What follows belongs to an exercise in optimizing a design on an open flow for small area; a production flow would make more cautious choices. The RTL was checked by simulation tests, not by an equivalence proof against the original design. Power is estimated from default activity; no workload was simulated.

==> design/flow/design.v <==
`resetall
`timescale 1ns / 1ps
module adv_timer_apb_if #(
  parameter APB_ADDR_WIDTH = 12
) (
  input  logic                      HCLK,
  input  logic                      HRESETn,
  input  logic [APB_ADDR_WIDTH-1:0] PADDR,
  input  logic               [31:0] PWDATA,
  input  logic                      PWRITE,
  input  logic                      PSEL,
  input  logic                      PENABLE,
  output logic               [31:0] PRDATA,
  output logic                      PREADY,
  output logic                      PSLVERR,
  output logic               [3:0]  events_en_o,
  output logic              [15:0]  events_sel_o,    
  input  logic              [63:0]  counter_i,       
  input  logic               [3:0]  counter_valid_i, 
  output logic               [3:0]  start_o,
  output logic               [3:0]  stop_o,
  output logic               [3:0]  update_o,
  output logic               [3:0]  arm_o,
  output logic               [3:0]  rst_o,
  output logic               [3:0]  saw_o,
  output logic              [31:0]  in_sel_o,        
  output logic               [3:0]  in_clk_o,
  output logic              [11:0]  in_mode_o,       
  output logic              [31:0]  presc_o,         
  output logic             [127:0]  th_o,            
  output logic             [255:0]  ch_th_o,         
  output logic              [47:0]  ch_mode_o,       
  output logic               [3:0]  clk_en_o
);
  logic [7:0] s_apb_addr;
  logic       s_write;
  assign s_apb_addr = PADDR[9:2];
  assign s_write    = PSEL & PENABLE & PWRITE;
  logic       r_cmd_valid;
  logic [1:0] r_cmd_timer;
  logic [4:0] r_cmd;
  always_ff @(posedge HCLK or negedge HRESETn) begin : proc_cmd_valid
    if (~HRESETn)
      r_cmd_valid <= 1'b0;
    else
      r_cmd_valid <= s_write && (s_apb_addr[7:6] == 2'b00) && (s_apb_addr[3:0] == 4'd0);
  end
  always_ff @(posedge HCLK) begin : proc_cmd
    r_cmd_timer <= s_apb_addr[5:4];
    r_cmd       <= PWDATA[4:0];
  end
  logic [3:0] r_event_en;
  logic [15:0] r_event_sel;
  logic [3:0] r_clk_en;
  logic [127:0] r_th;
  logic [31:0]  r_presc;
  logic [31:0]  r_in_sel;
  logic [3:0]       r_in_clk;
  logic [11:0]  r_in_mode;
  logic [3:0]       r_saw;
  logic [255:0] r_ch_th;
  logic [47:0]  r_ch_mode;
  logic [287:0] r_ch_lut;      
  genvar t, c;
  generate
    for (t = 0; t < 4; t++) begin : g_tim
      logic s_sel;
      assign s_sel = s_write && (s_apb_addr[7:4] == {2'b00, t[1:0]});
      always_ff @(posedge HCLK) begin : proc_regs
        if (~HRESETn) begin
          r_th[t*32 +: 32]      <= '0;
          r_presc[t*8 +: 8]   <= '0;
          r_in_sel[t*8 +: 8]  <= '0;
          r_in_clk[t]  <= 1'b0;
          r_in_mode[t*3 +: 3] <= '0;
          r_saw[t]     <= 1'b1;
        end else begin
          if (s_sel && s_apb_addr[3:0] == 4'd2)
            r_th[t*32 +: 32] <= PWDATA;
          if (s_sel && s_apb_addr[3:0] == 4'd1) begin
            r_in_sel[t*8 +: 8]  <= PWDATA[7:0];
            r_in_mode[t*3 +: 3] <= PWDATA[10:8];
            r_in_clk[t]  <= PWDATA[11];
            r_saw[t]     <= PWDATA[12];
            r_presc[t*8 +: 8]   <= PWDATA[23:16];
          end
        end
      end
      for (c = 0; c < 4; c++) begin : g_ch
        always_ff @(posedge HCLK) begin : proc_ch
          if (~HRESETn) begin
            r_ch_th[(4*t+c)*16 +: 16]        <= '0;
            r_ch_mode[(4*t+c)*3 +: 3]      <= '0;
            r_ch_lut[(4*t+c)*18 +: 18] <= '0;
          end else begin
            if (s_sel && s_apb_addr[3:0] == 4'd3 + c) begin
              r_ch_th[(4*t+c)*16 +: 16]   <= PWDATA[15:0];
              r_ch_mode[(4*t+c)*3 +: 3] <= PWDATA[18:16];
            end
            if (s_sel && s_apb_addr[3:0] == 4'd7 + c)
              r_ch_lut[(4*t+c)*18 +: 18] <= PWDATA[17:0];
          end
        end
              end
      assign start_o[t]  = r_cmd_valid && (r_cmd_timer == t) && r_cmd[0];
      assign stop_o[t]   = r_cmd_valid && (r_cmd_timer == t) && r_cmd[1];
      assign update_o[t] = r_cmd_valid && (r_cmd_timer == t) && r_cmd[2];
      assign rst_o[t]    = r_cmd_valid && (r_cmd_timer == t) && r_cmd[3];
      assign arm_o[t]    = r_cmd_valid && (r_cmd_timer == t) && r_cmd[4];
    end
  endgenerate
  always_ff @(posedge HCLK) begin : proc_glob
    if (~HRESETn) begin
      r_event_sel <= '0;
      r_event_en  <= '0;
      r_clk_en    <= '0;
    end else begin
      if (s_write && s_apb_addr == 8'h40) begin
        r_event_sel <= PWDATA[15:0];
        r_event_en  <= PWDATA[19:16];
      end
      if (s_write && s_apb_addr == 8'h41)
        r_clk_en <= PWDATA[3:0];
    end
  end
  assign th_o      = r_th;
  assign presc_o   = r_presc;
  assign in_sel_o  = r_in_sel;
  assign in_clk_o  = r_in_clk;
  assign in_mode_o = r_in_mode;
  assign saw_o     = r_saw;
  assign ch_th_o   = r_ch_th;
  assign ch_mode_o = r_ch_mode;
  assign events_en_o  = r_event_en;
  assign events_sel_o = r_event_sel;
  assign clk_en_o     = r_clk_en;
  logic [31:0] s_rdata;
  always_comb begin : proc_rdata_rst
    if (HRESETn)
      PRDATA = s_rdata;
    else
      PRDATA = {19'h0, (s_apb_addr[7:6] == 2'b00) && (s_apb_addr[3:0] == 4'd1), 12'h0};
  end
  always_comb begin : proc_rdata
    s_rdata = '0;
    for (int i = 0; i < 4; i++) begin
      if (s_apb_addr == {2'b00, i[1:0], 4'd1})
        s_rdata = s_rdata | {8'h0, r_presc[i*8 +: 8], 3'h0, r_saw[i], r_in_clk[i], r_in_mode[i*3 +: 3], r_in_sel[i*8 +: 8]};
      if (s_apb_addr == {2'b00, i[1:0], 4'd2})
        s_rdata = s_rdata | r_th[i*32 +: 32];
      for (int j = 0; j < 4; j++) begin
        if (s_apb_addr == {2'b00, i[1:0], 4'd3 + j[3:0]})
          s_rdata = s_rdata | {13'h0, r_ch_mode[(4*i+j)*3 +: 3], r_ch_th[(4*i+j)*16 +: 16]};
        if (s_apb_addr == {2'b00, i[1:0], 4'd7 + j[3:0]})
          s_rdata = s_rdata | {14'h0, r_ch_lut[(4*i+j)*18 +: 18]};
      end
      if (s_apb_addr == {2'b00, i[1:0], 4'd11} && counter_valid_i[i])
        s_rdata = s_rdata | {16'h0, counter_i[i*16 +: 16]};
    end
    if (s_apb_addr == 8'h40)
      s_rdata = s_rdata | {12'h0, r_event_en, r_event_sel};
    if (s_apb_addr == 8'h41)
      s_rdata = s_rdata | {28'h0, r_clk_en};
  end
  assign PREADY  = 1'b1;
  assign PSLVERR = 1'b0;
endmodule  
`resetall
`resetall
`timescale 1ns / 1ps
module comparator #(
  parameter NUM_BITS = 16
) (
  input  logic                clk_i,
  input  logic                rstn_i,
  input  logic                clk_en_i,
  input  logic                ctrl_active_i,
  input  logic                ctrl_update_i,
  input  logic                ctrl_rst_i,
  input  logic [NUM_BITS-1:0] cfg_comp_i,
  input  logic          [2:0] cfg_comp_op_i,
  input  logic                timer_end_i,
  input  logic                timer_valid_i,
  input  logic                timer_sawtooth_i,
  input  logic [NUM_BITS-1:0] timer_count_i,
  output logic                result_o
);
  logic [NUM_BITS-1:0] r_comp;
  logic          [2:0] r_comp_op;
  logic                r_value;
  logic                r_is_2nd_event;
  logic                s_match;
  logic                s_step;
  logic                s_two_evt;    
  logic                s_first_val;  
  logic                s_second_val; 
  logic                s_value;
  logic                s_is_2nd;
  assign s_match = (r_comp == timer_count_i);
  assign s_step  = timer_valid_i & ctrl_active_i;
  assign result_o = r_value;
  always_ff @(posedge clk_i) begin : proc_r_comp
    if (~rstn_i) begin
      r_comp    <= '0;
      r_comp_op <= '0;
    end else if (clk_en_i && ctrl_update_i) begin
      r_comp    <= cfg_comp_i;
      r_comp_op <= cfg_comp_op_i;
    end
  end
  always_comb begin : proc_next
    s_two_evt    = 1'b0;
    s_first_val  = r_value;
    s_second_val = r_value;
    case (r_comp_op)
      3'b000:    s_first_val = 1'b1;
      3'b001: begin s_two_evt = 1'b1; s_first_val = ~r_value; s_second_val = 1'b0; end
      3'b010: begin s_two_evt = 1'b1; s_first_val = 1'b1;     s_second_val = 1'b0; end
      3'b011:    s_first_val = ~r_value;
      3'b100:    s_first_val = 1'b0;
      3'b101: begin s_two_evt = 1'b1; s_first_val = ~r_value; s_second_val = 1'b1; end
      3'b110: begin s_two_evt = 1'b1; s_first_val = 1'b0;     s_second_val = 1'b1; end
      default:    ;
    endcase
    s_value  = r_value;
    s_is_2nd = r_is_2nd_event;
    if (r_comp_op == 3'b111)
      s_is_2nd = 1'b0;
    else if (s_two_evt && !timer_sawtooth_i) begin
      if (s_match) begin
        s_value  = r_is_2nd_event ? s_second_val : s_first_val;
        s_is_2nd = ~r_is_2nd_event;
      end
    end else begin
      if (s_match)
        s_value = s_first_val;
      else if (s_two_evt && timer_end_i)
        s_value = s_second_val;
    end
  end
  always_ff @(posedge clk_i or negedge rstn_i) begin : proc_r_value
    if(~rstn_i) begin
      r_value <= 1'b0;
    end else if (clk_en_i) begin
      if (ctrl_rst_i)
        r_value <= 1'b0;
      else if (s_step)
        r_value <= s_value;
    end
  end
  always_ff @(posedge clk_i) begin : proc_r_is_2nd
    if (~rstn_i)
      r_is_2nd_event <= 1'b0;
    else if (clk_en_i) begin
      if (ctrl_rst_i)
        r_is_2nd_event <= 1'b0;
      else if (s_step)
        r_is_2nd_event <= s_is_2nd;
    end
  end
endmodule  
`resetall
`resetall
`timescale 1ns / 1ps
module input_stage #(
  parameter EXTSIG_NUM = 32
) (
  input  logic                  clk_i,
  input  logic                  rstn_i,
  input  logic                clk_en_i,
  input  logic                  ctrl_active_i,
  input  logic                  ctrl_update_i,
  input  logic                  ctrl_arm_i,
  input  logic                  cnt_end_i,
  input  logic            [7:0] cfg_sel_i,
  input  logic                  cfg_sel_clk_i,
  input  logic            [2:0] cfg_mode_i,
  input  logic                  ls_clk_i,
  input  logic [EXTSIG_NUM-1:0] signal_i,
  output logic                  event_o
);
  logic s_rise;
  logic s_rise_ls_clk;
  logic s_fall;
  logic s_int_evnt;
  logic s_event;
  logic                r_active;
  logic                r_event;
  logic                r_oldval;
  logic                s_int_sig;
  logic          [5:0] r_sel;    
  logic          [2:0] r_mode;
  logic                r_armed;
  logic          [2:0] r_ls_clk_sync;
  assign s_rise = ~r_oldval &  s_int_sig;
  assign s_fall =  r_oldval & ~s_int_sig;
  assign s_rise_ls_clk = ~r_ls_clk_sync[2] & r_ls_clk_sync[1];
  always_ff @(posedge clk_i) begin : proc_r_ls_clk_sync
    if(~rstn_i) begin
      r_ls_clk_sync <= 'h0;
    end else if (clk_en_i) begin
      r_ls_clk_sync <= {r_ls_clk_sync[1:0],ls_clk_i};
    end
  end
  always_ff @(posedge clk_i) begin : proc_r_mode
    if(~rstn_i) begin
      r_mode    <= 0;
    end else if (clk_en_i) begin
      if (ctrl_update_i)
        r_mode    <= cfg_mode_i;
    end
  end
  always_ff @(posedge clk_i) begin : proc_r_sel
    if (~rstn_i)
      r_sel <= '0;
    else if (clk_en_i && ctrl_update_i)
      r_sel <= {cfg_sel_i[5:4] | {2{|cfg_sel_i[7:6]}}, cfg_sel_i[3:0]};
  end
  always_comb begin : proc_event_o
    if(cfg_sel_clk_i)
      event_o = s_int_evnt & s_rise_ls_clk;
    else
      event_o = s_int_evnt;
  end
  always_comb begin : proc_s_int_evnt
    case (r_mode)
      3'b000:
        s_int_evnt = 1'b1;          
      3'b001:
        s_int_evnt = ~s_int_sig;
      3'b010:
        s_int_evnt = s_int_sig;
      3'b011:
        s_int_evnt = s_rise;
      3'b100:
        s_int_evnt = s_fall;
      3'b101:
        s_int_evnt = s_rise | s_fall;
      3'b110:
      begin
        if(r_armed)
          s_int_evnt = s_rise ? 1'b1 : r_event;
        else
          s_int_evnt = 1'b0;
      end
      3'b111:
      begin
        if(r_armed)
          s_int_evnt = s_fall ? 1'b1 : r_event;
        else
          s_int_evnt = 1'b0;
      end
    endcase  
  end
  logic [63:0] s_sig_pad;
  assign s_sig_pad = {{(64-EXTSIG_NUM){1'b0}}, signal_i};
  assign s_int_sig = s_sig_pad[r_sel];
  always_ff @(posedge clk_i) begin : proc_r_event
    if(~rstn_i) begin
      r_event <= 1'b0;
      r_armed <= 1'b0;
    end else if (clk_en_i) begin
      if (r_armed)
        r_event <= s_int_evnt;
      else if(cnt_end_i)
        r_event <= 1'b0;
      if (ctrl_arm_i)
        r_armed <= 1'b1;
      else if(cnt_end_i)
        r_armed <= 1'b0;
    end
  end
  always_ff @(posedge clk_i) begin : proc_r_sync
    if(~rstn_i) begin
      r_oldval <= 0;
    end else if (clk_en_i) begin
      if (ctrl_active_i)
      begin
        if (!cfg_sel_clk_i || (cfg_sel_clk_i && s_rise_ls_clk))
          r_oldval <= s_int_sig;
      end
    end
  end
endmodule  
`resetall
`resetall
`timescale 1ns / 1ps
module  prescaler (
  input  logic                clk_i,
  input  logic                rstn_i,
  input  logic                clk_en_i,
  input  logic                ctrl_active_i,
  input  logic                ctrl_update_i,
  input  logic                ctrl_rst_i,
  input  logic          [7:0] cfg_presc_i,
  input  logic                event_i,
  output logic                event_o
);
  logic   [7:0] r_presc;
  logic   [7:0] r_counter;
  always_ff @(posedge clk_i) begin : proc_r_presc
    if (~rstn_i)
      r_presc <= '0;
    else if (clk_en_i && ctrl_update_i)
      r_presc <= cfg_presc_i;
  end
  always_ff @(posedge clk_i) begin : proc_r_counter
    if (~rstn_i)
      r_counter <= '0;
    else if (clk_en_i) begin
      if (ctrl_rst_i)
        r_counter <= 0;
      else if (ctrl_active_i && event_i && (r_presc != 0))
      begin
        if (r_counter == r_presc)
          r_counter <= 0;
        else
          r_counter <= r_counter + 1;
      end
    end
  end
  always_ff @(posedge clk_i) begin : proc_event_o
    if (~rstn_i)
      event_o <= 1'b0;
    else if (clk_en_i) begin
      if (ctrl_rst_i || !ctrl_active_i || !event_i)
        event_o <= 1'b0;
      else
        event_o <= (r_presc == 0) || (r_counter == r_presc);
    end
  end
endmodule  
`resetall
`resetall
`timescale 1ns / 1ps
module timer_cntrl (
  input  logic       clk_i,
  input  logic       rstn_i,
  input  logic                clk_en_i,
  input  logic       cfg_start_i,
  input  logic       cfg_stop_i,
  input  logic       cfg_rst_i,
  input  logic       cfg_update_i,
  input  logic       cfg_arm_i,
  output logic       ctrl_cnt_upd_o,
  output logic       ctrl_all_upd_o,
  output logic       ctrl_active_o,
  output logic       ctrl_rst_o,
  output logic       ctrl_arm_o,
  input  logic       cnt_update_i,
  output logic [7:0] status_o
);
  logic r_active;
  logic r_pending;
  assign ctrl_arm_o = cfg_arm_i;
  assign status_o = {6'h0,r_pending};
  assign ctrl_active_o = r_active;
  always_comb begin : proc_sm
    if (cfg_start_i && !r_active)
    begin
      ctrl_rst_o     = 1'b1;
      ctrl_cnt_upd_o = 1'b1;
      ctrl_all_upd_o = 1'b1;
    end
    else
    begin
      ctrl_rst_o     = cfg_rst_i;
      ctrl_cnt_upd_o = cfg_update_i;
      ctrl_all_upd_o = cnt_update_i;      
    end
  end
  always_ff @(posedge clk_i) begin : proc_r_active
    if(~rstn_i) begin
      r_active <= 0;
      r_pending <= 0;
    end else if (clk_en_i) begin
      if (cfg_start_i)
        r_active <= 1;
      else if (cfg_stop_i)
        r_active <= 0;
      if (cnt_update_i && !cfg_update_i)
      begin
        r_pending <= 0;
      end
      else if(cfg_update_i)
      begin
        r_pending <= 1;
      end
    end
  end
endmodule
`resetall
`resetall
`timescale 1ns / 1ps
module up_down_counter #(
  parameter NUM_BITS = 16
) (
  input  logic                clk_i,
  input  logic                rstn_i,
  input  logic                clk_en_i,
  input  logic                cfg_sawtooth_i,
  input  logic [NUM_BITS-1:0] cfg_start_i,
  input  logic [NUM_BITS-1:0] cfg_end_i,
  input  logic                ctrl_update_i,
  input  logic                ctrl_rst_i,
  input  logic                ctrl_active_i,
  input  logic                counter_event_i,
  output logic                counter_end_o,
  output logic                counter_saw_o,
  output logic                counter_evt_o,
  output logic [NUM_BITS-1:0] counter_o,
  output logic                counter_valid_o
);
  logic [NUM_BITS-1:0] r_counter;
  logic [NUM_BITS-1:0] r_start;
  logic [NUM_BITS-1:0] r_end;
  logic [NUM_BITS-1:0] s_counter;
  logic                r_direction;  
  logic                r_sawtooth;  
  logic                r_event;
  logic                s_direction;  
  logic                s_is_update; 
  logic                s_do_update; 
  logic                s_pending_update; 
  logic                r_pending_update; 
  assign counter_o     = r_counter;
  assign counter_saw_o = r_sawtooth;
  assign counter_evt_o = ctrl_active_i & r_event;
  assign counter_end_o = ctrl_active_i & r_event & s_is_update;
  logic                s_eq_end;
  logic                s_eq_start;
  logic                s_cnt_write;
  logic                r_upd_hit;
  logic                s_upd_hit;
  assign s_eq_end   = (r_counter == r_end);
  assign s_eq_start = (r_counter == r_start);
  assign counter_valid_o = 1'b1;
  assign s_is_update = r_sawtooth ? s_eq_end : r_upd_hit;
  always_comb begin : proc_s_upd_hit
    s_upd_hit = 1'b0;
    if (!s_do_update && !r_direction && s_eq_end)
      s_upd_hit = !r_sawtooth && s_eq_start && (r_start != '0);
  end
  always_ff @(posedge clk_i) begin : proc_r_event
    if(~rstn_i) begin
      r_event <= 0;
      r_pending_update <= 0;
    end else if (clk_en_i) begin
      r_pending_update <= s_pending_update;
      if (ctrl_active_i)
        r_event <= counter_event_i;
    end
  end
  always_comb begin : proc_s_do_update
    s_pending_update = r_pending_update;
    s_do_update      = 0;
    if (ctrl_update_i || r_pending_update)
    begin
      if(ctrl_update_i && !ctrl_active_i)
      begin
        s_pending_update = 0;
        s_do_update      = 1;
      end
      else if(s_is_update)
      begin
        s_pending_update = 0;
        s_do_update      = counter_event_i;
      end
      else
      begin
        s_pending_update = 1;
        s_do_update      = 0;
      end
    end
    else if(ctrl_rst_i)
    begin
        s_pending_update = 0;
        s_do_update      = 1;
    end
  end
  assign s_cnt_write = s_do_update || (counter_event_i && ctrl_active_i);
  logic                s_wrap;
  logic                s_dn;
  logic [NUM_BITS-1:0] s_tog;
  logic [NUM_BITS-1:0] s_cnt_step;
  assign s_wrap = !r_direction && s_eq_end && r_sawtooth;
  assign s_dn   = (!r_direction && s_eq_end && !r_sawtooth) || (r_direction && !s_eq_start);
  always_comb begin : proc_s_tog
    s_tog[0] = 1'b1;
    for (int i = 1; i < NUM_BITS; i++)
      s_tog[i] = s_tog[i-1] & (r_counter[i-1] ^ s_dn);
  end
  assign s_cnt_step = r_counter ^ s_tog;
  always_comb begin : proc_s_counter
    if (s_do_update) begin
      s_counter   = cfg_start_i;
      s_direction = 1'b0;
    end else if (s_wrap) begin
      s_counter   = r_start;
      s_direction = 1'b0;
    end else begin
      s_counter   = s_cnt_step;
      s_direction = s_dn;
    end
  end
  always_ff @(posedge clk_i) begin : proc_r_counter
    if (~rstn_i) begin
      r_counter   <= '0;
      r_direction <= 1'b0;
      r_upd_hit   <= 1'b0;
      r_start     <= '0;
      r_end       <= '0;
      r_sawtooth  <= 1'b1;
    end else if (clk_en_i) begin
      if (s_cnt_write)
      begin
        r_counter   <= s_counter;
        r_direction <= s_direction;
        r_upd_hit   <= s_upd_hit;
      end
      if (s_do_update)
      begin
        r_start     <= cfg_start_i;
        r_end       <= cfg_end_i;
        r_sawtooth  <= cfg_sawtooth_i;
      end
    end
  end
endmodule
`resetall
`resetall
`timescale 1ns / 1ps
module timer_module #(
  parameter NUM_BITS = 16,
  parameter N_EXTSIG = 32
) (
  input  logic        clk_i,
  input  logic            rstn_i,
  input  logic            clk_en_i,
  input  logic                cfg_start_i,
  input  logic                cfg_stop_i,
  input  logic                cfg_rst_i,
  input  logic                cfg_update_i,
  input  logic                cfg_arm_i,
  input  logic          [7:0] cfg_sel_i,
  input  logic                cfg_sel_clk_i,
  input  logic          [2:0] cfg_mode_i,
  input  logic          [7:0] cfg_presc_i,
  input  logic                cfg_sawtooth_i,
  input  logic [NUM_BITS-1:0] cfg_cnt_start_i,
  input  logic [NUM_BITS-1:0] cfg_cnt_end_i,
  input  logic [NUM_BITS-1:0] cfg_comp_ch0_i,
  input  logic          [2:0] cfg_comp_op_ch0_i,
  input  logic [NUM_BITS-1:0] cfg_comp_ch1_i,
  input  logic          [2:0] cfg_comp_op_ch1_i,
  input  logic [NUM_BITS-1:0] cfg_comp_ch2_i,
  input  logic          [2:0] cfg_comp_op_ch2_i,
  input  logic [NUM_BITS-1:0] cfg_comp_ch3_i,
  input  logic          [2:0] cfg_comp_op_ch3_i,
  input  logic                ls_clk_i,
  input  logic [N_EXTSIG-1:0] signal_i,
  output logic [NUM_BITS-1:0] counter_o,
  output logic                counter_valid_o,
  output logic          [3:0] pwm_o,
  output logic          [7:0] status_o
);
  logic s_ctrl_update_cnt;
  logic s_ctrl_update_all;
  logic s_ctrl_active;
  logic s_ctrl_rst;
  logic s_ctrl_arm;
  logic s_cnt_update;  
  logic s_in_evt;
  logic s_presc_evt;
  logic s_cnt_end;
  logic s_cnt_saw;
  logic s_cnt_evt;
  logic [NUM_BITS-1:0] s_cnt;
  assign counter_o = s_cnt;
  timer_cntrl u_controller
  (
    .clk_i          ( clk_i      ),
    .rstn_i         ( rstn_i     ),
    .clk_en_i         ( clk_en_i          ),
    .cfg_start_i    ( cfg_start_i       ),
    .cfg_stop_i     ( cfg_stop_i        ),
    .cfg_rst_i      ( cfg_rst_i         ),
    .cfg_update_i   ( cfg_update_i      ),
    .cfg_arm_i      ( cfg_arm_i         ),
    .ctrl_cnt_upd_o ( s_ctrl_update_cnt ),
    .ctrl_all_upd_o ( s_ctrl_update_all ),
    .ctrl_active_o  ( s_ctrl_active     ),
    .ctrl_rst_o     ( s_ctrl_rst        ),
    .ctrl_arm_o     ( s_ctrl_arm        ),
    .cnt_update_i   ( s_cnt_evt         ),
    .status_o       ( status_o          )
  );
  input_stage #(
    .EXTSIG_NUM(N_EXTSIG)
  ) u_in_stage (
    .clk_i         ( clk_i             ),
    .rstn_i        ( rstn_i            ),
    .clk_en_i         ( clk_en_i          ),
    .ctrl_update_i ( s_ctrl_update_all ),
    .ctrl_active_i ( s_ctrl_active     ),
    .ctrl_arm_i    ( s_ctrl_arm        ),
    .cnt_end_i     ( s_cnt_end         ),
    .cfg_sel_i     ( cfg_sel_i         ),
    .cfg_sel_clk_i ( cfg_sel_clk_i     ),
    .cfg_mode_i    ( cfg_mode_i        ),
    .ls_clk_i      ( ls_clk_i          ),
    .signal_i      ( signal_i          ),
    .event_o       ( s_in_evt          )
  );
  prescaler u_prescaler
  (
    .clk_i         ( clk_i             ),
    .rstn_i        ( rstn_i            ),
    .clk_en_i         ( clk_en_i          ),
    .ctrl_update_i ( s_ctrl_update_all ),
    .ctrl_active_i ( s_ctrl_active     ),
    .ctrl_rst_i    ( s_ctrl_rst        ),
    .cfg_presc_i   ( cfg_presc_i       ),
    .event_i       ( s_in_evt          ),
    .event_o       ( s_presc_evt       )
  );
  up_down_counter u_counter
  (
    .clk_i           ( clk_i             ),
    .rstn_i          ( rstn_i            ),
    .clk_en_i         ( clk_en_i          ),
    .ctrl_update_i   ( s_ctrl_update_cnt ),
    .ctrl_rst_i      ( s_ctrl_rst        ),
    .ctrl_active_i   ( s_ctrl_active     ),
    .cfg_sawtooth_i  ( cfg_sawtooth_i    ),
    .cfg_start_i     ( cfg_cnt_start_i   ),
    .cfg_end_i       ( cfg_cnt_end_i     ),
    .counter_event_i ( s_presc_evt       ),
    .counter_end_o   ( s_cnt_end         ),
    .counter_saw_o   ( s_cnt_saw         ),
    .counter_evt_o   ( s_cnt_evt         ),
    .counter_o       ( s_cnt             ),
    .counter_valid_o ( counter_valid_o   )
  );
  comparator u_comp_ch0
  (
    .clk_i            ( clk_i             ),
    .rstn_i           ( rstn_i            ),
    .clk_en_i         ( clk_en_i          ),
    .ctrl_update_i    ( s_ctrl_update_all ),
    .ctrl_active_i    ( s_ctrl_active     ),
    .ctrl_rst_i       ( s_ctrl_rst        ),
    .timer_end_i      ( s_cnt_end         ),
    .timer_valid_i    ( s_cnt_evt         ),
    .timer_sawtooth_i ( s_cnt_saw         ),
    .timer_count_i    ( s_cnt             ),
    .cfg_comp_op_i    ( cfg_comp_op_ch0_i ),
    .cfg_comp_i       ( cfg_comp_ch0_i    ),
    .result_o         ( pwm_o[0]          )
  );
  comparator u_comp_ch1
  (
    .clk_i             ( clk_i          ),
    .rstn_i            ( rstn_i         ),
    .clk_en_i         ( clk_en_i          ),
    .ctrl_update_i     ( s_ctrl_update_all ),
    .ctrl_active_i     ( s_ctrl_active     ),
    .ctrl_rst_i        ( s_ctrl_rst        ),
    .timer_end_i       ( s_cnt_end      ),
    .timer_valid_i     ( s_cnt_evt      ),
    .timer_sawtooth_i  ( s_cnt_saw      ),
    .timer_count_i     ( s_cnt          ),
    .cfg_comp_op_i     ( cfg_comp_op_ch1_i ),
    .cfg_comp_i        ( cfg_comp_ch1_i    ),
    .result_o          ( pwm_o[1]   )
  );
  comparator u_comp_ch2
  (
    .clk_i             ( clk_i          ),
    .rstn_i            ( rstn_i         ),
    .clk_en_i         ( clk_en_i          ),
    .ctrl_update_i     ( s_ctrl_update_all ),
    .ctrl_active_i     ( s_ctrl_active     ),
    .ctrl_rst_i        ( s_ctrl_rst        ),
    .timer_end_i       ( s_cnt_end      ),
    .timer_valid_i     ( s_cnt_evt      ),
    .timer_sawtooth_i  ( s_cnt_saw      ),
    .timer_count_i     ( s_cnt          ),
    .cfg_comp_op_i     ( cfg_comp_op_ch2_i ),
    .cfg_comp_i        ( cfg_comp_ch2_i    ),
    .result_o          ( pwm_o[2]   )
  );
  comparator u_comp_ch3
  (
    .clk_i             ( clk_i          ),
    .rstn_i            ( rstn_i         ),
    .clk_en_i         ( clk_en_i          ),
    .ctrl_update_i     ( s_ctrl_update_all ),
    .ctrl_active_i     ( s_ctrl_active     ),
    .ctrl_rst_i        ( s_ctrl_rst        ),
    .timer_end_i       ( s_cnt_end      ),
    .timer_valid_i     ( s_cnt_evt      ),
    .timer_sawtooth_i  ( s_cnt_saw      ),
    .timer_count_i     ( s_cnt          ),
    .cfg_comp_op_i     ( cfg_comp_op_ch3_i ),
    .cfg_comp_i        ( cfg_comp_ch3_i    ),
    .result_o          ( pwm_o[3]   )
  );
endmodule  
`resetall
`resetall
`timescale 1ns / 1ps
module apb_adv_timer #(
  parameter APB_ADDR_WIDTH = 12,   
  parameter EXTSIG_NUM     = 32,
  parameter TIMER_NBITS    = 16
) (
  input  logic                      HCLK,
  input  logic                      HRESETn,
  input  logic [APB_ADDR_WIDTH-1:0] PADDR,
  input  logic               [31:0] PWDATA,
  input  logic                      PWRITE,
  input  logic                      PSEL,
  input  logic                      PENABLE,
  output logic               [31:0] PRDATA,
  output logic                      PREADY,
  output logic                      PSLVERR,
  input  logic                      dft_cg_enable_i,
  input  logic                      low_speed_clk_i,
  input  logic     [EXTSIG_NUM-1:0] ext_sig_i,
  output logic                [3:0] events_o,
  output logic                [3:0] ch_0_o,
  output logic                [3:0] ch_1_o,
  output logic                [3:0] ch_2_o,
  output logic                [3:0] ch_3_o
);
  localparam N_TIMEREXTSIG = EXTSIG_NUM+16;
  logic   [3:0] s_event_en;
  logic  [15:0] s_event_sel;
  logic   [3:0] s_start;
  logic   [3:0] s_stop;
  logic   [3:0] s_update;
  logic   [3:0] s_arm;
  logic   [3:0] s_rst;
  logic   [3:0] s_saw;
  logic  [31:0] s_in_sel;
  logic   [3:0] s_in_clk;
  logic  [11:0] s_in_mode;
  logic  [31:0] s_presc;
  logic [127:0] s_th;
  logic [255:0] s_ch_th;
  logic  [47:0] s_ch_mode;
  logic   [3:0] s_clk_en;
  logic  [63:0] s_counter;
  logic   [3:0] s_counter_valid;
  logic  [15:0] s_pwm;
  logic [N_TIMEREXTSIG-1:0] s_timer_signal;
  assign ch_0_o = s_pwm[3:0];
  assign ch_1_o = s_pwm[7:4];
  assign ch_2_o = s_pwm[11:8];
  assign ch_3_o = s_pwm[15:12];
  assign s_timer_signal = {s_pwm, ext_sig_i};
  adv_timer_apb_if #(
    .APB_ADDR_WIDTH ( APB_ADDR_WIDTH )
  ) u_apb_if (
    .HCLK           ( HCLK         ),
    .HRESETn        ( HRESETn      ),
    .PADDR          ( PADDR        ),
    .PWDATA         ( PWDATA       ),
    .PWRITE         ( PWRITE       ),
    .PSEL           ( PSEL         ),
    .PENABLE        ( PENABLE      ),
    .PRDATA         ( PRDATA       ),
    .PREADY         ( PREADY       ),
    .PSLVERR        ( PSLVERR      ),
    .events_en_o    ( s_event_en   ),
    .events_sel_o   ( s_event_sel  ),
    .counter_i      ( s_counter    ),
    .counter_valid_i( s_counter_valid ),
    .start_o        ( s_start      ),
    .stop_o         ( s_stop       ),
    .update_o       ( s_update     ),
    .arm_o          ( s_arm        ),
    .rst_o          ( s_rst        ),
    .saw_o          ( s_saw        ),
    .in_sel_o       ( s_in_sel     ),
    .in_clk_o       ( s_in_clk     ),
    .in_mode_o      ( s_in_mode    ),
    .presc_o        ( s_presc      ),
    .th_o           ( s_th         ),
    .ch_th_o        ( s_ch_th      ),
    .ch_mode_o      ( s_ch_mode    ),
    .clk_en_o       ( s_clk_en     )
  );
  genvar t;
  generate
    for (t = 0; t < 4; t++) begin : g_tim
      timer_module #(
        .NUM_BITS ( TIMER_NBITS   ),
        .N_EXTSIG ( N_TIMEREXTSIG )
      ) u_tim (
        .clk_i             ( HCLK                             ),
        .clk_en_i          ( s_clk_en[t] | dft_cg_enable_i    ),
        .rstn_i            ( HRESETn                          ),
        .cfg_start_i       ( s_start[t]                       ),
        .cfg_stop_i        ( s_stop[t]                        ),
        .cfg_rst_i         ( s_rst[t]                         ),
        .cfg_update_i      ( s_update[t]                      ),
        .cfg_arm_i         ( s_arm[t]                         ),
        .cfg_sel_i         ( s_in_sel[t*8 +: 8]               ),
        .cfg_sel_clk_i     ( s_in_clk[t]                      ),
        .cfg_mode_i        ( s_in_mode[t*3 +: 3]              ),
        .cfg_presc_i       ( s_presc[t*8 +: 8]                ),
        .cfg_sawtooth_i    ( s_saw[t]                         ),
        .cfg_cnt_start_i   ( s_th[t*32 +: 16]                 ),
        .cfg_cnt_end_i     ( s_th[t*32+16 +: 16]              ),
        .cfg_comp_ch0_i    ( s_ch_th[(4*t+0)*16 +: 16]        ),
        .cfg_comp_op_ch0_i ( s_ch_mode[(4*t+0)*3 +: 3]        ),
        .cfg_comp_ch1_i    ( s_ch_th[(4*t+1)*16 +: 16]        ),
        .cfg_comp_op_ch1_i ( s_ch_mode[(4*t+1)*3 +: 3]        ),
        .cfg_comp_ch2_i    ( s_ch_th[(4*t+2)*16 +: 16]        ),
        .cfg_comp_op_ch2_i ( s_ch_mode[(4*t+2)*3 +: 3]        ),
        .cfg_comp_ch3_i    ( s_ch_th[(4*t+3)*16 +: 16]        ),
        .cfg_comp_op_ch3_i ( s_ch_mode[(4*t+3)*3 +: 3]        ),
        .ls_clk_i          ( low_speed_clk_i                  ),
        .signal_i          ( s_timer_signal                   ),
        .counter_o         ( s_counter[t*16 +: 16]            ),
        .counter_valid_o   ( s_counter_valid[t]               ),
        .pwm_o             ( s_pwm[t*4 +: 4]                  ),
        .status_o          (                                  )
      );
    end
  endgenerate
  logic [7:0] r_event_sync;    
  genvar e;
  generate
    for (e = 0; e < 4; e++) begin : g_evt
      assign events_o[e] = s_event_en[e] & r_event_sync[2*e+1] & ~r_event_sync[2*e];
      always_ff @(posedge HCLK or negedge HRESETn) begin : proc_edgedet
        if (~HRESETn)
          r_event_sync[2*e +: 2] <= 2'b00;
        else if (s_event_en[e])
          r_event_sync[2*e +: 2] <= {s_pwm[s_event_sel[e*4 +: 4]], r_event_sync[2*e+1]};
      end
    end
  endgenerate
endmodule  
`resetall
==> design/flow/flow/run.sh <==
#!/bin/bash
# Own layout flow: the standard layout (standard.sh, same make targets and
# settings) with three changes:
#  - synthesis maps the combinational logic with a deeper, area-oriented ABC
#    script (flow/abc_deep.script); flip-flops, their names and cell types are
#    those of the standard synthesis, since abc only maps the logic between them;
#  - the port buffers are sky130_fd_sc_hd__buf_2 cells;
#  - clock tree synthesis uses clkbuf_4 buffers, 8-sink clusters and no
#    dummy loads.
# make's full output goes to flow_make.log; ORFS keeps each step's log under
# orfs/logs/.
set -euo pipefail
W=$(pwd)
export MY_ABC_SCRIPT=$W/flow/abc_deep.script
sed "s#SYNTH_SCRIPT=[^ ]*#SYNTH_SCRIPT=$W/flow/my_synth.tcl#" standard.sh > my_standard.sh
bash my_standard.sh \
  "BUFFER_PORTS_ARGS=-buffer_cell sky130_fd_sc_hd__buf_2" \
  "CTS_ARGS=-sink_clustering_enable -repair_clock_nets -dont_use_dummy_load -buf_list sky130_fd_sc_hd__clkbuf_4 -sink_clustering_size 8 -sink_clustering_max_diameter 50" \
  finish > $W/flow_make.log 2>&1 || { tail -50 $W/flow_make.log; exit 1; }
tail -5 $W/flow_make.log
==> design/flow/flow/abc_deep.script <==
strash
&get -n
&st
&deepsyn -T 60
&put
dch -f
amap -F 4 -A 10
topo
==> design/flow/flow/my_synth.tcl <==
# The standard synthesis (synth_recipe.tcl), with ORFS's abc call given a
# different ABC script. abc maps only the logic between the flip-flops.
proc abc {args} {
  set i [lsearch -exact $args -script]
  if { $i >= 0 } {
    lset args [expr { $i + 1 }] $::env(MY_ABC_SCRIPT)
  }
  puts "abc (own script): $args"
  yosys abc {*}$args
}
source [file dirname [file dirname [file normalize [info script]]]]/synth_recipe.tcl
==> design/flow/standard.sh <==
#!/bin/bash
# synth_recipe.tcl (not shown) runs the flow's synth.tcl, then flattens the netlist and writes it again
# the make line also repeats each setting of config.mk as NAME=value (left out here)
make -C /OpenROAD-flow-scripts/flow DESIGN_CONFIG=/design/flow/config.mk WORK_HOME=/design/flow/orfs CLKGATE_MAP_FILE= SYNTH_SCRIPT=/design/flow/synth_recipe.tcl "${@:-finish}"
==> design/flow/config.mk <==
export PLATFORM = sky130hd
export DESIGN_NAME = apb_adv_timer
export DESIGN_NICKNAME = apb_adv_timer
export VERILOG_FILES = /design/flow/design.v
export SDC_FILE = /design/flow/constraint.sdc
export NUM_CORES = 4
export LEC_CHECK = 0
export CAP_MARGIN = 20
export CORE_MARGIN = 2
export CORE_UTILIZATION = 40
export SLEW_MARGIN = 20
==> design/flow/constraint.sdc <==
create_clock -name core_clock -period 10.0 [get_ports {HCLK}]
set_input_delay 2.0000 -clock core_clock [delete_from_list [all_inputs] [get_ports {HCLK}]]
set_output_delay 2.0000 -clock core_clock [all_outputs]
set_load 0.01 [all_outputs]
==> results.cfg, run 1 <==
[setup_path]
critical_path_class = in -> out
cp_slowest_cell = clkinv_1
start_kind = primary input
path_cells = buf_2 > clkinv_1 > or3_1 > or2_0 > buf_4 > nor2_1 > clkinv_1 > o22ai_1 > nor4_1 > nand4_1 > o21ai_0 > a21oi_1 > buf_2
slowest_delay_ps = 1140
end_kind = primary output
worstPathArrival_ps = 7410
path_delay_family = buffers and inverters
cp_max_fo = 11
required_ps = 8000
path_buf_inv = 5

[global_route]
track_usage = 0.510
grt_max_degree = 95
first_global_vias = 59500
grt_overflow = 0
grt_pass1_wl_um = 539000
antenna_found_initial = 72

[clock_tree]
cts.sinks = 1524
cts_max_level = 4
clock_path_buffers = 3
ctsResizeCount = 0
numCtsBuffers = 225
tritoncts = done
insertion_delay_ps = 1350
clkSlewWorstSetupHoldPaths_ps = 100
cts-root-buf = clkbuf_4
cts_hold_buf = 0
post-cts-setup-buffer-count = 0

[placement]
dp_hpwl_um = 305000
port_buffers = 130
gp_congestion = 1.11

[logic_synthesis]
yosys.area.top_type = dfxtp_1
async_reset_ff_frac = 0.0164
synth_fp_nets = 7237
syn_inst = 7138
synth_edf_count = 0
synth_area_leaders = dfxtp_1 (49%), o22ai_1 (21%), clkinv_1 (10%), nor2_1 (2.2%), o21ai_0 (1.7%)
yosysWarnings = 7
ys_seq_area_frac = 0.503
yosys_most_used_dff = dfxtp_1
syn_area_um2 = 60900
yosysTopAreaCellShare = 0.492
ys_ff_latch = 1524
syn_avg_cell_area_um2 = 8.54
ys_types = 52

[floorplanning]
die_area_um2 = 155000
die_y_um = 394
core_um2 = 152000
die_w_um = 394
start_util = 0.402
io-pin-count = 137
row_count = 143

[sta]
finalSetupTns_ps = 0
skew_ps = 155
post-route-period-util = 0.941
worstMarginPinSlew_ps = 1280
final.min_clock_period_ps = 9410
hold_viol_final = 0
setup_violations = 0
slew_violations = 0
relSlewSlack = 0.139
rsz0062_at_grt = false
fmax_ghz = 0.106

[drt]
routed_wl_um = 414000
ant_nets = 0
route.detailed.drc = 0
wl_per_cell_um = 42.2
dr.pass1.iters = 10
vias_per_cell = 7.00
drt-initial-drc-count = 13000
dr_total_vias = 68600

[pwr]
leakage_uw = 0.0215
ir_drop_uv = 114
p_per_area_nw_per_um2 = 154

[min_path]
hold_path_class = reg -> reg

[flow_run]
max-cap-violations = 0

[finish]
drive_gt1_frac = 0.0853
fin_util = 0.449
fill_cells = 15500
area_growth_pct = 11.6
final_nets = 7834

[status]
status = timing/DRC/antenna clean
cells in the mapped netlist (60+ instances only):
| cell type | instances |
|---|---|
| o221ai_1 | 66 |
| a21oi_1 | 97 |
| o21ai_0 | 204 |
| nor3_1 | 86 |
| nor4_1 | 129 |
| dfxtp_1 | 1499 |
| or2_0 | 60 |
| a221oi_1 | 90 |
| o22ai_1 | 2034 |
| clkinv_1 | 1694 |
| nor2_1 | 358 |
| a222oi_1 | 92 |
| nand2_1 | 231 |
state kept, by name, summed over array words and instances, names as in the netlist, 32 cells and up:
signal and cells:
g_tim.u_tim.u_counter.r_end 64, g_tim.u_tim.u_comp_ch0.r_comp 64, u_apb_if.r_in_sel 32, g_tim.u_tim.u_comp_ch1.r_comp 64, g_tim.u_tim.u_comp_ch2.r_comp 64, u_apb_if.r_ch_lut 288
g_tim.u_tim.u_counter.r_counter 64, u_apb_if.r_ch_th 256, u_apb_if.r_presc 32, g_tim.u_tim.u_prescaler.r_presc 32, g_tim.u_tim.u_counter.r_start 64, u_apb_if.r_th 128
g_tim.u_tim.u_comp_ch3.r_comp 64, u_apb_if.r_ch_mode 48, g_tim.u_tim.u_prescaler.r_counter 32
area by class of cell:
type	instances	area, µm²	area share
Inverter	1694	6360	0.0935
Antenna cell	36	90.1	0.00132
Clock buffer	225	1690	0.0248
Timing Repair Buffer	388	2640	0.0389
Multi-Input combinational cell	3902	24000	0.354
Tap cell	2030	2540	0.0373
Sequential cell	1524	30600	0.450
per-layer routing:
metal  wire [µm]  track usage  share of wire
met5         367            0        0.00089
met3       61500        0.199           0.15
met1      159000        0.667           0.38
met4       33200        0.336          0.080
met2      159000        0.688           0.39
placed cells by master (no fill, tap or decap), types with 7 or more instances in the layout:
cell and count:
nor3_1 86, or2_0 57, dfxtp_1 1499, a222oi_1 92
a22o_1 19, o211ai_1 9, o2111ai_1 14, nand3_1 48
a211oi_1 16, diode_2 36, o32ai_1 30, clkinv_1 1693
and3_1 7, a2111oi_0 28, nor2_2 7, nor2_1 351
clkbuf_4 225, a221oi_1 90, ha_1 16, buf_4 254
o21ai_0 200, o21a_1 15, a21oi_1 97, nand2_1 204
a31oi_1 40, o22ai_1 2034, o221a_1 9, nor4_1 126
nand2_2 13, o221ai_1 66, nand2_4 14, buf_2 130
o22a_1 22, dfrtp_1 25, a22oi_1 57, or3_1 26
nand4_1 38
metrics by stage:
stage | setup slack [ps] | instance area [µm²] | total power [µW] | hold WS [ps] | instances
3_3_place_gp | 1260 | 66200 | 7280 | 444 | 9535
4_1_cts | 1110 | 67900 | 10400 | 452 | 9761
3_5_place_dp | 1130 | 66200 | 7280 | 445 | 9536
6_report | 593 | 68000 | 10500 | 445 | 9799
2_1_floorplan | 1070 | 60900 | 6710 | 422 | 7138
5_1_grt | 842 | 67900 | 10700 | 454 | 9770
power by group:
| part | internal, µW | switching, µW |
|---|---|---|
| registers | 6100 | 59.5 |
| clock network | 1020 | 2260 |
| logic | 233 | 836 |
| total | 7350 | 3160 |
tightest hold or removal path: stages, from the launching register on:
cell	delay, ps
dfxtp_1	310
clkinv_1	90
o22ai_1	80
worst paths after layout:
check	slack [ps]	to	cells after the start	start
setup / recovery	590	PRDATA[15]	13	PADDR[2]
hold / removal	440	g_tim[2].u_tim.u_prescaler.r_presc[5]$_SDFFE_PN0P_	2	u_apb_if.r_presc[21]$_SDFFE_PN0P_
setup reg to reg	3030	g_tim[0].u_tim.u_counter.r_counter[15]$_SDFFE_PN0P_	15	g_tim[0].u_tim.u_counter.r_counter[10]$_SDFFE_PN0P_
hold reg to reg	440	g_tim[2].u_tim.u_prescaler.r_presc[5]$_SDFFE_PN0P_	2	u_apb_if.r_presc[21]$_SDFFE_PN0P_
max in group asynchronous	8250	u_apb_if.r_cmd_valid$_DFF_PN0_	2	HRESETn
min in group asynchronous	630	r_event_sync[7]$_DFFE_PN0P_	1	HRESETn
kinds of logic after synthesis:
kind of cell    synth area share
buf+inv                    0.107
fa+ha+maj                0.00329
simple gates              0.0768
compound gates             0.310
other cells             0.000123
flops                      0.503
==> run 2: changes to the inputs <==
==> design/flow/flow/abc_deep.script (replaced) <==
strash
&get -n
&st
&deepsyn -T 120
&put
dch -f
amap -F 4 -A 10
topo
==> run 2 against run 1 <==
Effect of this change: register-to-register slack got worse by 740 ps; non-clock buffer count decreased by 60; synthesized area decreased by 0.15%; wire length decreased by 14%.
==> results.cfg, run 2 <==
[status]
status = timing/DRC/antenna clean

[setup_path]
path_delay_family = simple AND/OR/NAND/NOR gates
path_buf_inv = 3
slowest_delay_ps = 900
cp_slowest_cell = clkinv_1
start_kind = primary input
path_cells = buf_2 > or2_0 > or3_1 > or2_0 > nor2_1 > clkinv_1 > o22ai_1 > nor3_1 > o2111ai_1 > nor3_1 > a21oi_1 > buf_2
required_ps = 8000
end_kind = primary output
cp_max_fo = 15
critical_path_class = in -> out
worstPathArrival_ps = 6840

[logic_synthesis]
synth_edf_count = 0
yosys_most_used_dff = dfxtp_1
synth_fp_nets = 7235
synth_most_common_cell = o22ai_1
ys_types = 52
yosysTopAreaCellShare = 0.493
ys_ff_latch = 1524
synth_area_leaders = dfxtp_1 (49%), o22ai_1 (21%), clkinv_1 (10%), nor2_1 (2.3%), o21ai_0 (1.7%)
yosysWarnings = 7
syn_area_um2 = 60800
syn_inst = 7136
yosys.area.top_type = dfxtp_1
synth_common_cells = o22ai_1 (2028), clkinv_1 (1657), dfxtp_1 (1499)
async_reset_ff_frac = 0.0164
ys_seq_area_frac = 0.503
syn_avg_cell_area_um2 = 8.53

[global_route]
grt_pass1_wl_um = 479000
grt_max_degree = 94
track_usage = 0.440
first_global_vias = 58500
grt_overflow = 0
antenna_found_initial = 28

[placement]
pre_cts_ws_ps = 1430
port_buffers = 130
gp_congestion = 1.04
dpl.cell_count = 9472
dp_hpwl_um = 253000

[finish]
final_nets = 7766
drive_gt1_frac = 0.0770
area_growth_pct = 10.7
fill_cells = 15500
reg_top3 = u_apb_if.r_ch_lut: 288 flops, u_apb_if.r_ch_th: 256 flops, u_apb_if.r_th: 128 flops
finalNonFillerCells = 9718
layout_commonest_cell = o22ai_1
largest_reg_flops = 288
top_register = u_apb_if.r_ch_lut
final_cell_mix = o22ai_1 (2028), clkinv_1 (1654), dfxtp_1 (1499), nor2_1 (369), clkbuf_4 (219)

[clock_tree]
ctsResizeCount = 0
clkSlewWorstSetupHoldPaths_ps = 100
cts.sinks = 1524
numCtsBuffers = 219
post-cts-setup-buffer-count = 0
tritoncts = done
cts-root-buf = clkbuf_4
clock_path_buffers = 3
insertion_delay_ps = 1430
cts_max_level = 4
cts_hold_buf = 0

[floorplanning]
start_util = 0.401
core_um2 = 152000
die_w_um = 394
die_y_um = 394
row_count = 143
io-pin-count = 137
die_area_um2 = 155000

[sta]
setup_slack_ps = 1160
relSlewSlack = 0.137
fmax_ghz = 0.113
hold_viol_final = 0
post-route-period-util = 0.884
setup_violations = 0
finalSetupTns_ps = 0
slew_violations = 0
rsz0062_at_grt = false
final.min_clock_period_ps = 8840
skew_ps = 196
whs_ps = 447
worstMarginPinSlew_ps = 1290

[drt]
route.detailed.drc = 0
dr.pass1.iters = 9
wl_per_cell_um = 36.4
vias_per_cell = 6.70
dr_total_vias = 65100
drt-initial-drc-count = 9935
routed_wl_um = 354000
ant_nets = 0

[flow_run]
max-cap-violations = 0

[pwr]
p_per_area_nw_per_um2 = 150
leakage_uw = 0.0211
p_total_uw = 10100
ir_drop_uv = 109

[min_path]
hold_path_class = reg -> reg
[run 2: cell families after synthesis]
logic type                 count (synthesis)  synth area share
AOI/OAI and AO/OA                       2884             0.309
buffers and inverters                   1675             0.104
DFF                                     1524             0.503
and+or+nand+nor                         1035            0.0798
adders and majority gates                 16           0.00329
other                                      2          0.000123
[run 2: layer usage]
metal	vias up	GRT usage	wire [µm]
met5	-	0	118
met4	18	0.343	33400
met3	1121	0.121	41800
met2	4615	0.622	143000
met1	31500	0.563	136000
li1	27900	-	-
[run 2: where the power goes]
group / total (µW) / internal (µW) / switching [µW]
clock: 3220 / 995 / 2220
sequential: 6150 / 6090 / 61.4
combinational: 762 / 157 / 605
[run 2: metrics by stage]
step	cell area, µm²	util
6_report	67400	0.445
2_1_floorplan	60800	-
3_5_place_dp	65600	0.433
4_1_cts	67200	0.444
5_1_grt	67300	0.444
3_3_place_gp	65500	0.432
[run 2: cell type report]
class / count / area, µm² / area share
Timing Repair Buffer: 328 / 2180 / 0.0324
Inverter: 1657 / 6220 / 0.0923
Antenna cell: 23 / 57.6 / 0.000854
Clock buffer: 219 / 1640 / 0.0244
Sequential cell: 1524 / 30600 / 0.455
Tap cell: 2030 / 2540 / 0.0377
Multi-Input combinational cell: 3937 / 24100 / 0.358
[run 2: path summary, 6_finish.rpt]
| path | startpoint | end | slack [ps] | depth (start not counted) |
|---|---|---|---|---|
| hold / removal | u_apb_if.r_th[23]$_SDFFE_PN0P_ | g_tim[0].u_tim.u_counter.r_end[7]$_SDFFE_PN0P_ | 450 | 2 |
| setup reg to reg | g_tim[1].u_tim.u_counter.r_counter[14]$_SDFFE_PN0P_ | g_tim[1].u_tim.u_counter.r_counter[9]$_SDFFE_PN0P_ | 2290 | 19 |
| max in group asynchronous | HRESETn | r_event_sync[0]$_DFFE_PN0P_ | 7000 | 4 |
| setup / recovery | PADDR[9] | PRDATA[4] | 1160 | 12 |
| hold reg to reg | u_apb_if.r_th[23]$_SDFFE_PN0P_ | g_tim[0].u_tim.u_counter.r_end[7]$_SDFFE_PN0P_ | 450 | 2 |
| min in group asynchronous | HRESETn | g_tim[3].u_tim.u_comp_ch0.r_value$_DFFE_PN0P_ | 680 | 1 |
[run 2: worst min-delay path, delay by kind of cell, from the launching register on]
| family | cells | cell delay, ps |
|---|---|---|
| buffers and inverters | 1 | 60 |
| DFF | 1 | 330 |
| AOI/OAI and AO/OA | 1 | 80 |

==> afterwards: timing with drivers on the ports <==
In the flow no input, the clock included, has a driving cell. The finished layouts below were timed again as built, in two steps.
Step 1 sets driving cells, clkbuf_16 on the clock port and buf_2 on the other inputs (assumed; they add their load-dependent delay and slew).
Step 2 adds t to the input delays and takes it off the output delays; t is the mean of the earliest and latest rising clock arrival at the registers after step 1. Input paths then give back, and output paths get back, about the clock's delay inside the block.
a / b / c = no drivers / after step 1 / after step 2; a / b = the first two.
run	t, ns	setup WS [ns]	worst setup path at the end	worst slew at a driven data input, ns	cell pins on the clock port's net
run 1	1.351	0.593 / 0.567 / 0.567	input to output	0.20	1
run 2	1.419	1.162 / 1.138 / 1.138	input to output	0.04	1
After both steps every run listed still meets setup and hold. For run 1, which loses most, drivers alone change the setup slack by -0.026 ns; drivers and shift together by -0.026 ns.
